Source: an optimization exercise on an open RTL-to-GDS flow (aim: small area). Production flows keep margins and buffers that such runs may drop. Only simulation tests tie the RTL to the original design; equivalence was not proved. Power and IR drop assume default switching activity. The clock port is modelled as an ideal driver; clocking choices that lean on that would not hold on a real chip.

== cedar ==
## ddr_memory_rtl
module ddr_memory_rtl #(
    parameter ADDR_WIDTH = 4,
    parameter DATA_WIDTH = 32,
    parameter MEM_SIZE   = 16
) (
    input  logic                  clk,
    input  logic                  reset,
    input  logic                  wr,        
    input  logic                  rd,        
    input  logic [ADDR_WIDTH-1:0] addr,      
    input  logic [DATA_WIDTH-1:0] wdata,     
    output logic [DATA_WIDTH-1:0] rdata,     
    output logic                  response
);
For scale: roughly 560 flip-flops, ~73 I/O pins, ~19000 um^2 of cells after synthesis.
==> flow/config.mk <==
export PLATFORM = sky130hd
export DESIGN_NAME = ddr_memory_rtl
export DESIGN_NICKNAME = ddr_memory_rtl
export VERILOG_FILES = /design/flow/design.v
export SDC_FILE = /design/flow/constraint.sdc
export NUM_CORES = 4
export LEC_CHECK = 0
export CAP_MARGIN = 0
export CORE_MARGIN = 2
export CORE_UTILIZATION = 70
export CTS_BUF_LIST = sky130_fd_sc_hd__clkbuf_16
export CTS_CLUSTER_DIAMETER = 100
export CTS_CLUSTER_SIZE = 30
export SLEW_MARGIN = 0
==> flow/constraint.sdc <==
create_clock -name core_clock -period 4.0 [get_ports {clk}]
set_input_delay 0.8000 -clock core_clock [delete_from_list [all_inputs] [get_ports {clk}]]
set_output_delay 0.8000 -clock core_clock [all_outputs]
set_load 0.01 [all_outputs]
standard.sh (not shown) runs the stock make flow with config.mk's settings and CLKGATE_MAP_FILE= SYNTH_SCRIPT=/design/flow/synth_recipe.tcl, a recipe that flattens the netlist after the stock synthesis.
==> flow/flow/run.sh <==
#!/bin/bash
# The standard layout (standard.sh), with four changes to how it is built:
#  - synthesis is synth_recipe.tcl unchanged, except that its technology mapping
#    call (abc) runs flow/abc_area.script, an area-oriented mapping, in place of
#    ORFS's speed script;
#  - the port buffers use the smallest buffer cell;
#  - the clock tree is built from large clusters of clkbuf_16, without dummy loads;
#  - before the resizer's repair after global placement, flow/upsize.tcl swaps the
#    buffers timing-driven placement put on internal high-fanout nets for
#    stronger drivers of those nets.
# Each tool's output goes to the logs under orfs/logs and to flow_standard.log.
set -euo pipefail
W=$PWD
cat > "$W/flow_synth.tcl" <<EOF
proc abc {args} {
  set i [lsearch -exact \$args -script]
  if {\$i >= 0} { lset args [expr {\$i + 1}] {$W/flow/abc_area.script} }
  yosys abc {*}\$args
}
source {$W/synth_recipe.tcl}
EOF
sed "s#SYNTH_SCRIPT=[^ ]*#SYNTH_SCRIPT=$W/flow_synth.tcl#" standard.sh > flow_standard.sh
grep -q "SYNTH_SCRIPT=$W/flow_synth.tcl" flow_standard.sh
export BUFFER_PORTS_ARGS="-buffer_cell sky130_fd_sc_hd__buf_1"
export PRE_RESIZE_TCL="$W/flow/upsize.tcl"
export CTS_ARGS="-sink_clustering_enable -repair_clock_nets -buf_list sky130_fd_sc_hd__clkbuf_8 -sink_clustering_size 21 -sink_clustering_max_diameter 120 -dont_use_dummy_load"
bash flow_standard.sh > flow_standard.log 2>&1
==> flow/flow/upsize.tcl <==
# Before the resizer's repair: take out the buffers that timing-driven global
# placement put on internal nets (never a port's buffer), and give the drivers
# of the high-fanout nets left the next drive strength of their own cell family.
set bufs {}
foreach cell [get_cells *] {
  set ref [get_property $cell ref_name]
  if {![regexp {^sky130_fd_sc_hd__buf_[0-9]+$} $ref]} { continue }
  set port 0
  foreach pin [get_pins -of_objects $cell] {
    set net [get_nets -quiet -of_objects $pin]
    if {$net ne "" && [llength [get_ports -quiet -of_objects $net]] > 0} { set port 1 }
  }
  if {!$port} { lappend bufs [get_full_name $cell] }
}
puts "upsize.tcl: removing [llength $bufs] internal buffers"
if {[llength $bufs] > 0} { remove_buffers {*}$bufs }
set n_up 0
foreach cell [get_cells *] {
  set ref [get_property $cell ref_name]
  if {![regexp {^(sky130_fd_sc_hd__(and|nand|nor|or)[0-9][a-z]*)_1$} $ref -> fam]} { continue }
  foreach pin [get_pins -of_objects $cell -filter "direction == output"] {
    set net [get_nets -quiet -of_objects $pin]
    if {$net eq ""} { continue }
    set nload [llength [get_pins -quiet -of_objects $net -filter "direction == input"]]
    if {$nload > 12 && [llength [get_ports -quiet -of_objects $net]] == 0 &&
        [llength [get_lib_cells -quiet */${fam}_2]] > 0} {
      replace_cell $cell ${fam}_2
      incr n_up
    }
  }
}
puts "upsize.tcl: upsized $n_up drivers"
Other scripts of this flow, unchanged in this note and not shown: flow/flow/abc_area.script
cedar finished every step from synthesis to the final layout, and the layout passed the timing, design-rule and antenna checks.
For onyx, these inputs were changed with respect to cedar:
Settings: CTS_CLUSTER_SIZE: 30 -> 21; CTS_BUF_LIST: sky130_fd_sc_hd__clkbuf_16 -> sky130_fd_sc_hd__clkbuf_8; CTS_CLUSTER_DIAMETER: 100 -> 120.
diff --git a/flow/flow/run.sh b/flow/flow/run.sh
--- a/flow/flow/run.sh
+++ b/flow/flow/run.sh
@@ -6,3 +6,4 @@
 #  - the port buffers use the smallest buffer cell;
-#  - the clock tree is built from large clusters of clkbuf_16, without dummy loads;
+#  - the clock tree is built from clusters of up to 21 sinks (120 um across) driven
+#    by clkbuf_8, without dummy loads;
 #  - before the resizer's repair after global placement, flow/upsize.tcl swaps the
## What came out
- Every run (cedar and onyx) finished clean.
- Re minimum period implied by the final worst setup slack: no difference whatsoever between cedar and onyx.
- Gate count after technology mapping came out exactly the same in cedar and onyx.
- Global-route wire length before repair: onyx vs cedar identical
Edits applied to the flow inputs when going from onyx to sierra:
Settings: a change of CTS_CLUSTER_SIZE from 21 to 30; a change of CTS_BUF_LIST from sky130_fd_sc_hd__clkbuf_8 to sky130_fd_sc_hd__clkbuf_16; a change of CTS_CLUSTER_DIAMETER from 120 to 100.
diff --git a/flow/flow/run.sh b/flow/flow/run.sh
--- a/flow/flow/run.sh
+++ b/flow/flow/run.sh
@@ -1,3 +1,3 @@
 #!/bin/bash
-# The standard layout (standard.sh), with four changes to how it is built:
+# The standard layout (standard.sh), with three changes to how it is built:
 #  - synthesis is synth_recipe.tcl unchanged, except that its technology mapping
@@ -6,4 +6,3 @@
 #  - the port buffers use the smallest buffer cell;
-#  - the clock tree is built from clusters of up to 21 sinks (120 um across) driven
-#    by clkbuf_8, without dummy loads;
+#  - the clock tree is built from large clusters of clkbuf_16, without dummy loads;
 #  - before the resizer's repair after global placement, flow/upsize.tcl swaps the
@@ -26,3 +25,3 @@
 export PRE_RESIZE_TCL="$W/flow/upsize.tcl"
-export CTS_ARGS="-sink_clustering_enable -repair_clock_nets -buf_list sky130_fd_sc_hd__clkbuf_8 -sink_clustering_size 21 -sink_clustering_max_diameter 120 -dont_use_dummy_load"
+export CTS_ARGS="-sink_clustering_enable -repair_clock_nets -buf_list sky130_fd_sc_hd__clkbuf_16 -sink_clustering_size 33 -sink_clustering_max_diameter 100 -dont_use_dummy_load"
 bash flow_standard.sh > flow_standard.log 2>&1
diff --git a/flow/flow/upsize.tcl b/flow/flow/upsize.tcl
--- a/flow/flow/upsize.tcl
+++ b/flow/flow/upsize.tcl
@@ -2,3 +2,3 @@
 # placement put on internal nets (never a port's buffer), and give the drivers
-# of the high-fanout nets left the next drive strength of their own cell family.
+# of the high-fanout nets left the strongest drive of their own cell family.
 set bufs {}
@@ -19,3 +19,3 @@
   set ref [get_property $cell ref_name]
-  if {![regexp {^(sky130_fd_sc_hd__(and|nand|nor|or)[0-9][a-z]*)_1$} $ref -> fam]} { continue }
+  if {![regexp {^(sky130_fd_sc_hd__(and|nand|nor|or)[0-9][a-z]*)_([12])$} $ref -> fam]} { continue }
   foreach pin [get_pins -of_objects $cell -filter "direction == output"] {
@@ -25,4 +25,4 @@
     if {$nload > 12 && [llength [get_ports -quiet -of_objects $net]] == 0 &&
-        [llength [get_lib_cells -quiet */${fam}_2]] > 0} {
-      replace_cell $cell ${fam}_2
+        [llength [get_lib_cells -quiet */${fam}_4]] > 0} {
+      replace_cell $cell ${fam}_4
       incr n_up
sierra reached the final stage; the timing, design-rule and antenna checks on its layout passed.
Compared sierra vs onyx, and utilization is up in sierra.
Non-clock buffer count came out exactly the same in onyx and sierra.
Going from onyx to sierra, power density over cell area went up, layout overhead on the synthesized area went up, share of cell area taken by flip-flops and latches went down, die area did not really move, final critical path time including I/O delays and setup went down.
#### Input delta (pepper over sierra)
Settings: a change of CORE_UTILIZATION from 70 to 80.
diff --git a/flow/flow/run.sh b/flow/flow/run.sh
--- a/flow/flow/run.sh
+++ b/flow/flow/run.sh
@@ -6,6 +6,3 @@
 #  - the port buffers use the smallest buffer cell;
-#  - the clock tree is built from large clusters of clkbuf_16, without dummy loads;
-#  - before the resizer's repair after global placement, flow/upsize.tcl swaps the
-#    buffers timing-driven placement put on internal high-fanout nets for
-#    stronger drivers of those nets.
+#  - the clock tree is built from large clusters of clkbuf_16, without dummy loads.
 # Each tool's output goes to the logs under orfs/logs and to flow_standard.log.
@@ -24,3 +21,2 @@
 export BUFFER_PORTS_ARGS="-buffer_cell sky130_fd_sc_hd__buf_1"
-export PRE_RESIZE_TCL="$W/flow/upsize.tcl"
 export CTS_ARGS="-sink_clustering_enable -repair_clock_nets -buf_list sky130_fd_sc_hd__clkbuf_16 -sink_clustering_size 33 -sink_clustering_max_diameter 100 -dont_use_dummy_load"
removed: flow/flow/upsize.tcl
Findings:
Number of buffer and inverter instances along the worst setup path came out higher on pepper than on sierra.
Ratio of final minimum period to clock period (lower): sierra
Summary — final period demand of the worst path, pepper relative to sierra: higher, by 300 ps.
There was hardly any difference in final worst clock skew between sierra and pepper.
Per the comparison of pepper with sierra, final standard cell area without fillers comparable; share of the core filled with cells in the final layout saw an increase.
Going from sierra to pepper, final cell count shrank slightly.

what the ideal ports hide:
The results above use ideal ports. As a check the final layouts listed here were re-extracted and re-timed, cells and wires unchanged. Step 1 (the two cells are an assumption about what drives the block):
set clk [get_ports {clk}]
set_driving_cell -lib_cell sky130_fd_sc_hd__clkbuf_16 $clk
set_driving_cell -lib_cell sky130_fd_sc_hd__buf_2 [delete_from_list [all_inputs] $clk]
Step 2, shift: input delay + t, output delay - t, t = (earliest + latest rising clock arrival at the registers) / 2. This alone moves slack from input paths to output paths. Three values: ideal ports, drivers, drivers and shift; two values: the first two.
| run | t, ns | setup slack, ns | hold WS [ns] | worst register clock-pin slew, ns |
|---|---|---|---|---|
| cedar | 0.669 | 1.495 / 1.517 / 0.849 | 0.115 / 0.087 / 0.463 | 0.12 / 0.12 |
| onyx | 0.669 | 1.495 / 1.517 / 0.849 | 0.115 / 0.087 / 0.463 | 0.12 / 0.12 |
| sierra | 0.589 | 1.651 / 1.681 / 1.092 | 0.191 / 0.156 / 0.440 | 0.12 / 0.12 |
| pepper | 0.589 | 1.350 / 1.367 / 0.777 | 0.210 / 0.186 / 0.454 | 0.12 / 0.12 |
After both steps every run listed still meets setup and hold.
